This is an optimization exercise on Yosys and OpenROAD, whose aim is small area, a short achievable clock period and few clock cycles per item, not a production implementation. In this exercise RTL edits were held to simulation tests only and were not proved equivalent to the original. No driver is modelled on the clock port, so clock power and skew are understated where the tree is cut down; a real chip needs a root buffer or a tree. Power is estimated from default activity; no workload was simulated.

## build 66
## subordinate
module subordinate #(
    localparam DATA_WIDTH = 32,
    localparam ADDRESS_WIDTH = 4
) (
    input  axi_aclk_in,
    input  axi_aresetn_in,
    input  [ADDRESS_WIDTH-1:0] axi_awaddr_in,
    input  [2:0] axi_awprot_in,
    input  axi_awvalid_in,
    input  [DATA_WIDTH-1:0] axi_wdata_in,
    input  [ADDRESS_WIDTH-1:0] axi_wstrb_in,
    input  axi_wvalid_in,
    input  axi_bready_in,
    input  [ADDRESS_WIDTH-1:0] axi_araddr_in,
    input  [2:0] axi_arprot_in,
    input  axi_arvalid_in,
    input  axi_rready_in,
    output axi_awready_out,
    output axi_wready_out,
    output [1:0] axi_bresp_out,
    output axi_bvalid_out,
    output axi_arready_out,
    output [DATA_WIDTH-1:0] axi_rdata_out,
    output [1:0] axi_rresp_out,
    output axi_rvalid_out
);
    reg [4*DATA_WIDTH-1:0] regs;
    wire write = axi_awvalid_in && axi_wvalid_in && axi_bready_in;
    assign axi_awready_out = axi_wvalid_in && axi_bready_in;
    assign axi_wready_out  = axi_awvalid_in && axi_bready_in;
  ...
Size in the first run: ~630 cells after synthesis, ~98 I/O pins, roughly 0.0069 mm² of cells after synthesis.
clock: 2.5 ns
lec_check: 0
abc_area: 1
cap_margin: 20
core_margin: 2
core_utilization: 60
setup_slack_margin: 1.1
slew_margin: 20
standard.sh (not shown) runs the stock make flow with config.mk's settings and CLKGATE_MAP_FILE= SYNTH_SCRIPT=/design/flow/synth_recipe.tcl, a recipe that flattens the netlist after the stock synthesis.
==> flow/flow/run.sh <==
#!/bin/bash
# Standard ORFS layout with two changes: plain buffers (instead of the
# default delay cells) on the ports, and a two-level clock tree built by
# flow/cts.tcl in place of TritonCTS: the clock port drives 2 sky130_fd_sc_hd__clkbuf_16,
# which drive 12 sky130_fd_sc_hd__clkbuf_8 leaf buffers, each driving one cluster of registers.
# ORFS logs stay under orfs/logs; make's output goes to flow_make.log.
set -euo pipefail
export BUFFER_PORTS_ARGS="-buffer_cell sky130_fd_sc_hd__buf_1"
export PRE_CTS_TCL="$(pwd)/flow/cts.tcl"
export MY_CTS_N1=2
export MY_CTS_CELL1=sky130_fd_sc_hd__clkbuf_16
export MY_CTS_N2=12
export MY_CTS_CELL2=sky130_fd_sc_hd__clkbuf_8

bash standard.sh > flow_make.log 2>&1
==> flow/flow/cts.tcl <==

proc kmeans {pts k} {
  # pts: list of {x y}; returns list of cluster indices
  set n [llength $pts]
  set srt [lsort -integer -index 1 [lsort -integer -index 0 $pts]]
  set srt {}
  set i 0
  foreach p $pts { lappend srt [list [lindex $p 0] [lindex $p 1] $i]; incr i }
  set srt [lsort -integer -index 1 $srt]
  # seed: split by y into rows of about sqrt(k) bands, then by x
  set rows [expr {max(1, int(round(sqrt($k))))}]
  set cent {}
  set per [expr {double($n) / $k}]
  for {set c 0} {$c < $k} {incr c} {
    set s [lindex $srt [expr {min($n - 1, int(($c + 0.5) * $per))}]]
    lappend cent [list [lindex $s 0] [lindex $s 1]]
  }
  for {set iter 0} {$iter < 50} {incr iter} {
    set asg {}
    foreach p $pts {
      set best 0; set bd 1e30
      for {set c 0} {$c < $k} {incr c} {
        set q [lindex $cent $c]
        set d [expr {abs([lindex $p 0]-[lindex $q 0]) + abs([lindex $p 1]-[lindex $q 1])}]
        if {$d < $bd} { set bd $d; set best $c }
      }
      lappend asg $best
    }
    set newc {}
    for {set c 0} {$c < $k} {incr c} {
      set sx 0; set sy 0; set m 0
      foreach p $pts a $asg { if {$a == $c} { set sx [expr {$sx + [lindex $p 0]}]; set sy [expr {$sy + [lindex $p 1]}]; incr m } }
      if {$m > 0} { lappend newc [list [expr {$sx / $m}] [expr {$sy / $m}]] } else { lappend newc [lindex $cent $c] }
    }
    set cent $newc
  }
  return [list $asg $cent]
}

proc add_buf {block master name x y innet} {
  set net [odb::dbNet_create $block "${name}_net"]
  $net setSigType CLOCK
  set buf [odb::dbInst_create $block $master $name]
  $buf setLocation [expr {int($x)}] [expr {int($y)}]
  $buf setPlacementStatus PLACED
  [$buf findITerm A] connect $innet
  [$buf findITerm X] connect $net
  return $net
}

proc my_cts {n1 cell1 n2 cell2} {
  set block [ord::get_db_block]
  set clknet [$block findNet axi_aclk_in]
  set sinks {}
  set pts {}
  foreach it [$clknet getITerms] {
    set loc [[$it getInst] getLocation]
    lappend sinks $it
    lappend pts [list [lindex $loc 0] [lindex $loc 1]]
  }
  set r2 [kmeans $pts $n2]
  set asg2 [lindex $r2 0]; set cent2 [lindex $r2 1]
  set m1 [[ord::get_db] findMaster $cell1]
  set m2 [[ord::get_db] findMaster $cell2]
  if {$n1 > 0} {
    set r1 [kmeans $cent2 $n1]
    set asg1 [lindex $r1 0]; set cent1 [lindex $r1 1]
    set l1nets {}
    for {set c 0} {$c < $n1} {incr c} {
      set q [lindex $cent1 $c]
      lappend l1nets [add_buf $block $m1 "clkbuf_l1_$c" [lindex $q 0] [lindex $q 1] $clknet]
    }
  }
  set l2nets {}
  for {set c 0} {$c < $n2} {incr c} {
    set q [lindex $cent2 $c]
    if {$n1 > 0} { set in [lindex $l1nets [lindex $asg1 $c]] } else { set in $clknet }
    lappend l2nets [add_buf $block $m2 "clkbuf_l2_$c" [lindex $q 0] [lindex $q 1] $in]
  }
  foreach it $sinks a $asg2 {
    $it disconnect
    $it connect [lindex $l2nets $a]
  }
  for {set c 0} {$c < $n2} {incr c} { puts "clock leaf $c: [llength [lsearch -all $asg2 $c]] sinks" }
}

if {[info exists ::env(MY_CTS_N2)]} {
  # Sourced by ORFS before its clock tree synthesis (PRE_CTS_TCL): build the
  # tree here and turn ORFS's own clock_tree_synthesis call into a no-op.
  my_cts $::env(MY_CTS_N1) $::env(MY_CTS_CELL1) $::env(MY_CTS_N2) $::env(MY_CTS_CELL2)
  rename clock_tree_synthesis orfs_clock_tree_synthesis
  proc clock_tree_synthesis {args} { set_propagated_clock [all_clocks] }
}
Build 66 ran to completion and came out clean on the timing, design-rule and antenna checks.
Testbench counts of build 66, summed over its fixed seeds: cycles 1,288, items 2,560.
Input changes introduced in build 26 (baseline for comparison: build 66):
Settings: PLACE_DENSITY now 0.75, previously not set; ABC_AREA no longer set, was 1; CORE_UTILIZATION now 50, was 60.
## What came out
Proportion of power drawn by combinational gates: build 26 vs build 66 down 1.5 points
In the tables for build 26 and build 66, buffer and inverter count on the worst path reads lower with build 26.
Looking at dominant combinational cell family by area after synthesis, the multiplexers result is from build 26; the simple AND/OR/NAND/NOR gates one comes from build 66.
Side by side, area fraction in compound gates after synthesis turned out higher in build 26 than in build 66.
The placement-stage worst setup slack in build 26 sits 150 ps below the value recorded for build 66.
Relative to build 26, the following input files were edited for build 68:
Settings: PLACE_DENSITY no longer set, was 0.75; CORE_UTILIZATION now 40, was 50; SETUP_SLACK_MARGIN now 1.15, was 1.1.
==> flow/flow/run.sh <==
#!/bin/bash
# Standard ORFS layout with two changes: plain buffers (instead of the
# default delay cells) on the ports, and a two-level clock tree built by
# flow/cts.tcl in place of TritonCTS: the clock port drives 4 sky130_fd_sc_hd__clkbuf_16,
# which drive 16 sky130_fd_sc_hd__clkbuf_8 leaf buffers, each driving one cluster of registers.
# ORFS logs stay under orfs/logs; make's output goes to flow_make.log.
set -euo pipefail
export BUFFER_PORTS_ARGS="-buffer_cell sky130_fd_sc_hd__buf_1"
export PRE_CTS_TCL="$(pwd)/flow/cts.tcl"
export MY_CTS_N1=4
export MY_CTS_CELL1=sky130_fd_sc_hd__clkbuf_16
export MY_CTS_N2=16
export MY_CTS_CELL2=sky130_fd_sc_hd__clkbuf_8

bash standard.sh > flow_make.log 2>&1
==> summary.txt <==
Sum of met2 wire segment lengths after detailed routing: build 68 vs build 26 up 8.2%
Changes observed in build 68 relative to build 26: via count grew by 116; wire length reported by the detailed router grew by about 12%; power density relative to cell area climbed 14 mW/mm²; global-route usage lost 0.98 points.
Build 68 vs. build 26: area of the core shows an increase of about 26%, setup slack picked up an extra 40 ps, post-route cell area has increased.
In every run of this note, the design's own scripts or RTL, not TritonCTS, make the clock network.

Starting RTL as in the previous note.
==> flow/design.v (excerpt) <==
module subordinate #(
    localparam DATA_WIDTH = 32,
    localparam ADDRESS_WIDTH = 4
) (
    input  axi_aclk_in,
    input  axi_aresetn_in,
    input  [ADDRESS_WIDTH-1:0] axi_awaddr_in,
    input  [2:0] axi_awprot_in,
    input  axi_awvalid_in,
    input  [DATA_WIDTH-1:0] axi_wdata_in,
    input  [ADDRESS_WIDTH-1:0] axi_wstrb_in,
    input  axi_wvalid_in,
    input  axi_bready_in,
    input  [ADDRESS_WIDTH-1:0] axi_araddr_in,
    input  [2:0] axi_arprot_in,
    input  axi_arvalid_in,
    input  axi_rready_in,
    output axi_awready_out,
    output axi_wready_out,
    output [1:0] axi_bresp_out,
    output axi_bvalid_out,
    output axi_arready_out,
    output [DATA_WIDTH-1:0] axi_rdata_out,
    output [1:0] axi_rresp_out,
    output axi_rvalid_out
);
clock: 2.5 ns
lec_check: 0
cap_margin: 20
core_margin: 2
core_utilization: 60
setup_slack_margin: 1.1
slew_margin: 20
==> flow/flow/run.sh <==
#!/bin/bash
# Standard ORFS layout with two changes: plain buffers (instead of the
# default delay cells) on the ports, and a two-level clock tree built by
# flow/cts.tcl in place of TritonCTS: the clock port drives 2 sky130_fd_sc_hd__clkbuf_16,
# which drive 12 sky130_fd_sc_hd__clkbuf_8 leaf buffers, each driving one cluster of registers.
# ORFS logs stay under orfs/logs; make's output goes to flow_make.log.
set -euo pipefail
export BUFFER_PORTS_ARGS="-buffer_cell sky130_fd_sc_hd__buf_1"
export PRE_CTS_TCL="$(pwd)/flow/cts.tcl"
export MY_CTS_N1=2
export MY_CTS_CELL1=sky130_fd_sc_hd__clkbuf_16
export MY_CTS_N2=12
export MY_CTS_CELL2=sky130_fd_sc_hd__clkbuf_8
export RECOVER_POWER=100
bash standard.sh > flow_make.log 2>&1
Scripts as last shown in full above: flow/flow/cts.tcl
Testbench counts at the start, summed over its fixed seeds: cycles 1,288, items 2,560.
Edit:
--- a/flow/flow/run.sh
+++ b/flow/flow/run.sh
@@ -13,3 +13,3 @@
 export MY_CTS_CELL2=sky130_fd_sc_hd__clkbuf_8
-export RECOVER_POWER=100
+
 bash standard.sh > flow_make.log 2>&1
Cell area rises by 2.1%.
Combinational power increases by 7.9%.
Total power rose by 0.60%.
Edit:
CAP_MARGIN = 0   (was 20)
SLEW_MARGIN = 0   (was 20)
Outcome: The new run ran to the end with no violations; power does not change; design area is unchanged; maximum frequency is unchanged; clock power hardly moves.
Edit:
--- a/flow/flow/run.sh
+++ b/flow/flow/run.sh
@@ -4,3 +4,3 @@
 # flow/cts.tcl in place of TritonCTS: the clock port drives 2 sky130_fd_sc_hd__clkbuf_16,
-# which drive 12 sky130_fd_sc_hd__clkbuf_8 leaf buffers, each driving one cluster of registers.
+# which drive 8 sky130_fd_sc_hd__clkbuf_16 leaf buffers, each driving one cluster of registers.
 # ORFS logs stay under orfs/logs; make's output goes to flow_make.log.
@@ -11,4 +11,4 @@
 export MY_CTS_CELL1=sky130_fd_sc_hd__clkbuf_16
-export MY_CTS_N2=12
-export MY_CTS_CELL2=sky130_fd_sc_hd__clkbuf_8
+export MY_CTS_N2=8
+export MY_CTS_CELL2=sky130_fd_sc_hd__clkbuf_16
 
CAP_MARGIN = 20   (was 0)
CORE_UTILIZATION = 40   (was 60)
SETUP_SLACK_MARGIN = 1.15   (was 1.1)
SLEW_MARGIN = 20   (was 0)
After rerunning: The new run ran to the end with no violations; final area is higher by a few percent; setup slack gets worse by 0.017 ns; synthesized cell count stays the same; first-iteration DRC count is lower by a little under a tenth; final cell count is higher by roughly a tenth; combinational power is higher by roughly a tenth; via count is higher slightly; clock skew is lower by 0.0078 ns; critical path depth is lower by 2; die area is higher by well over a third; area after synthesis stays the same.
No run of this note takes its clock network from TritonCTS; it comes from the design's own scripts or RTL.

Starting RTL as in the previous note.
clock: 2.5 ns
lec_check: 0
cap_margin: 20
core_margin: 2
core_utilization: 40
setup_slack_margin: 1.4
slew_margin: 20
==> flow/flow/run.sh <==
#!/bin/bash
# Standard ORFS layout with two changes: plain buffers (instead of the
# default delay cells) on the ports, and a two-level clock tree built by
# flow/cts.tcl in place of TritonCTS: the clock port drives 2 sky130_fd_sc_hd__clkbuf_16,
# which drive 12 sky130_fd_sc_hd__clkbuf_8 leaf buffers, each driving one cluster of registers.
# ORFS logs stay under orfs/logs; make's output goes to flow_make.log.
set -euo pipefail
export BUFFER_PORTS_ARGS="-buffer_cell sky130_fd_sc_hd__buf_1"
export PRE_CTS_TCL="$(pwd)/flow/cts.tcl"
export MY_CTS_N1=2
export MY_CTS_CELL1=sky130_fd_sc_hd__clkbuf_16
export MY_CTS_N2=12
export MY_CTS_CELL2=sky130_fd_sc_hd__clkbuf_8

bash standard.sh > flow_make.log 2>&1
Scripts as last shown in full above: flow/flow/cts.tcl
Testbench counts at the start, summed over its fixed seeds: cycles 1,288, items 2,560.
Then changed:
CORE_UTILIZATION = 70   (was 40)
SETUP_SLACK_MARGIN = 1.1   (was 1.4)
The changed run finished clean. Flip-flop and latch count does not change. Setup slack improves by 0.020 ns. Area after synthesis does not change. Cell area decreases by 8.7%. Routed wire length goes down by 11%. Final cell count falls by 17%. Via count decreases by 3.4%. Synthesized cell count stays the same. Global-route usage climbs by 7.3 points. First-iteration DRC count is higher by 4.3%. Die area went down by 42%.
Then changed:
CORE_UTILIZATION = 60   (was 70)
SETUP_SLACK_MARGIN = 1.15   (was 1.1)
What happened:
- The new run passed the timing, design-rule and antenna checks
- setup slack loses 0.0033 ns
- power is higher by 0.98%
- global-route usage shrinks by 2.2 points
- critical path depth goes down by 2
- design area climbs by 1.8%
- final cell count came out higher by 5.7%
- wire length is about the same
- combinational power is higher by 5.2%
- die area came out higher by 16%
- sequential power barely changes
Then changed:
--- a/flow/flow/run.sh
+++ b/flow/flow/run.sh
@@ -3,5 +3,5 @@
 # default delay cells) on the ports, and a two-level clock tree built by
 # flow/cts.tcl in place of TritonCTS: the clock port drives 2 sky130_fd_sc_hd__clkbuf_16,
-# which drive 12 sky130_fd_sc_hd__clkbuf_8 leaf buffers, each driving one cluster of registers.
+# which drive 10 sky130_fd_sc_hd__clkbuf_8 leaf buffers, each driving one cluster of registers.
 # ORFS logs stay under orfs/logs; make's output goes to flow_make.log.
 set -euo pipefail
@@ -10,5 +10,5 @@
 export MY_CTS_N1=2
 export MY_CTS_CELL1=sky130_fd_sc_hd__clkbuf_16
-export MY_CTS_N2=12
+export MY_CTS_N2=10
 export MY_CTS_CELL2=sky130_fd_sc_hd__clkbuf_8
 
SETUP_SLACK_MARGIN = 1.1   (was 1.15)
Cell area drops by 1.3%.
Area after synthesis stays the same.
Worst hold slack barely changes.
Sequential cell count stays the same.
Routed wire length shrinks by 2.8%.
Worst setup slack improved by 0.0036 ns.
Global-route usage shrinks by 1.3 points.
Final cell count barely changes.
First-iteration DRC count goes up by 19%.
Then changed:
==> flow/flow/run.sh (replaced) <==
#!/bin/bash
# Standard ORFS layout with two changes: plain buffers (instead of the
# default delay cells) on the ports, and a two-level clock tree built by
# flow/cts.tcl in place of TritonCTS: the clock port drives 2 sky130_fd_sc_hd__clkbuf_16,
# which drive 12 sky130_fd_sc_hd__clkbuf_8 leaf buffers, each driving one cluster of registers.
# ORFS logs stay under orfs/logs; make's output goes to flow_make.log.
set -euo pipefail
export BUFFER_PORTS_ARGS="-buffer_cell sky130_fd_sc_hd__buf_1"
export PRE_CTS_TCL="$(pwd)/flow/cts.tcl"
export MY_CTS_N1=2
export MY_CTS_CELL1=sky130_fd_sc_hd__clkbuf_16
export MY_CTS_N2=12
export MY_CTS_CELL2=sky130_fd_sc_hd__clkbuf_8
export RECOVER_POWER=100
bash standard.sh > flow_make.log 2>&1
SETUP_SLACK_MARGIN = 1.2   (was 1.1)
=> Sequential power barely changes; clock skew is higher by 0.030 ns; power went up by 2.3%; setup slack got worse by 0.49 ns; routed wire length rises by 7.2%; area after synthesis stays the same; sequential share of layout area stays flat; fmax fell by 26%; critical path depth does not change.
No run of this note takes its clock network from TritonCTS; it comes from the design's own scripts or RTL.

==> afterwards: timing with drivers on the ports <==
In the flow no input, the clock included, has a driving cell. The finished layouts below were timed again as built, in two steps.
Step 1 assumes that a clkbuf_16 drives the clock port and a buf_2 every other input.
Step 2 moves the port delays by t, midway between the first and last clock arrival at a register: inputs arrive t later, outputs are due t later. That takes back most of the time a late clock gives input paths.
Three values: no drivers, after step 1, after step 2; two values: the first two.
run	t, ns	slack for setup (ns)	cell pins on the clock port's net
build 66	0.356	1.106 / 1.065 / 0.779	2
build 26	0.351	1.098 / 1.083 / 0.775	2
build 68	0.356	1.138 / 1.085 / 0.864	4
the first run of note 2	0.351	0.695 / 0.697 / 0.373	2
the second run of note 2	0.351	1.109 / 1.081 / 0.803	2
the third run of note 2	0.351	1.109 / 1.081 / 0.803	2
the fourth run of note 2	0.360	1.092 / 1.036 / 0.827	2
the first run of note 3	0.359	1.089 / 1.032 / 0.803	2
the second run of note 3	0.347	1.108 / 1.088 / 0.793	2
the third run of note 3	0.360	1.105 / 1.048 / 0.835	2
the fourth run of note 3	0.355	1.109 / 1.059 / 0.791	2
the fifth run of note 3	0.359	0.616 / 0.609 / 0.267	2
After both steps every run listed still meets setup and hold. For the fifth run of note 3, which loses most, drivers alone change the setup slack by -0.007 ns; drivers and shift together by -0.349 ns.
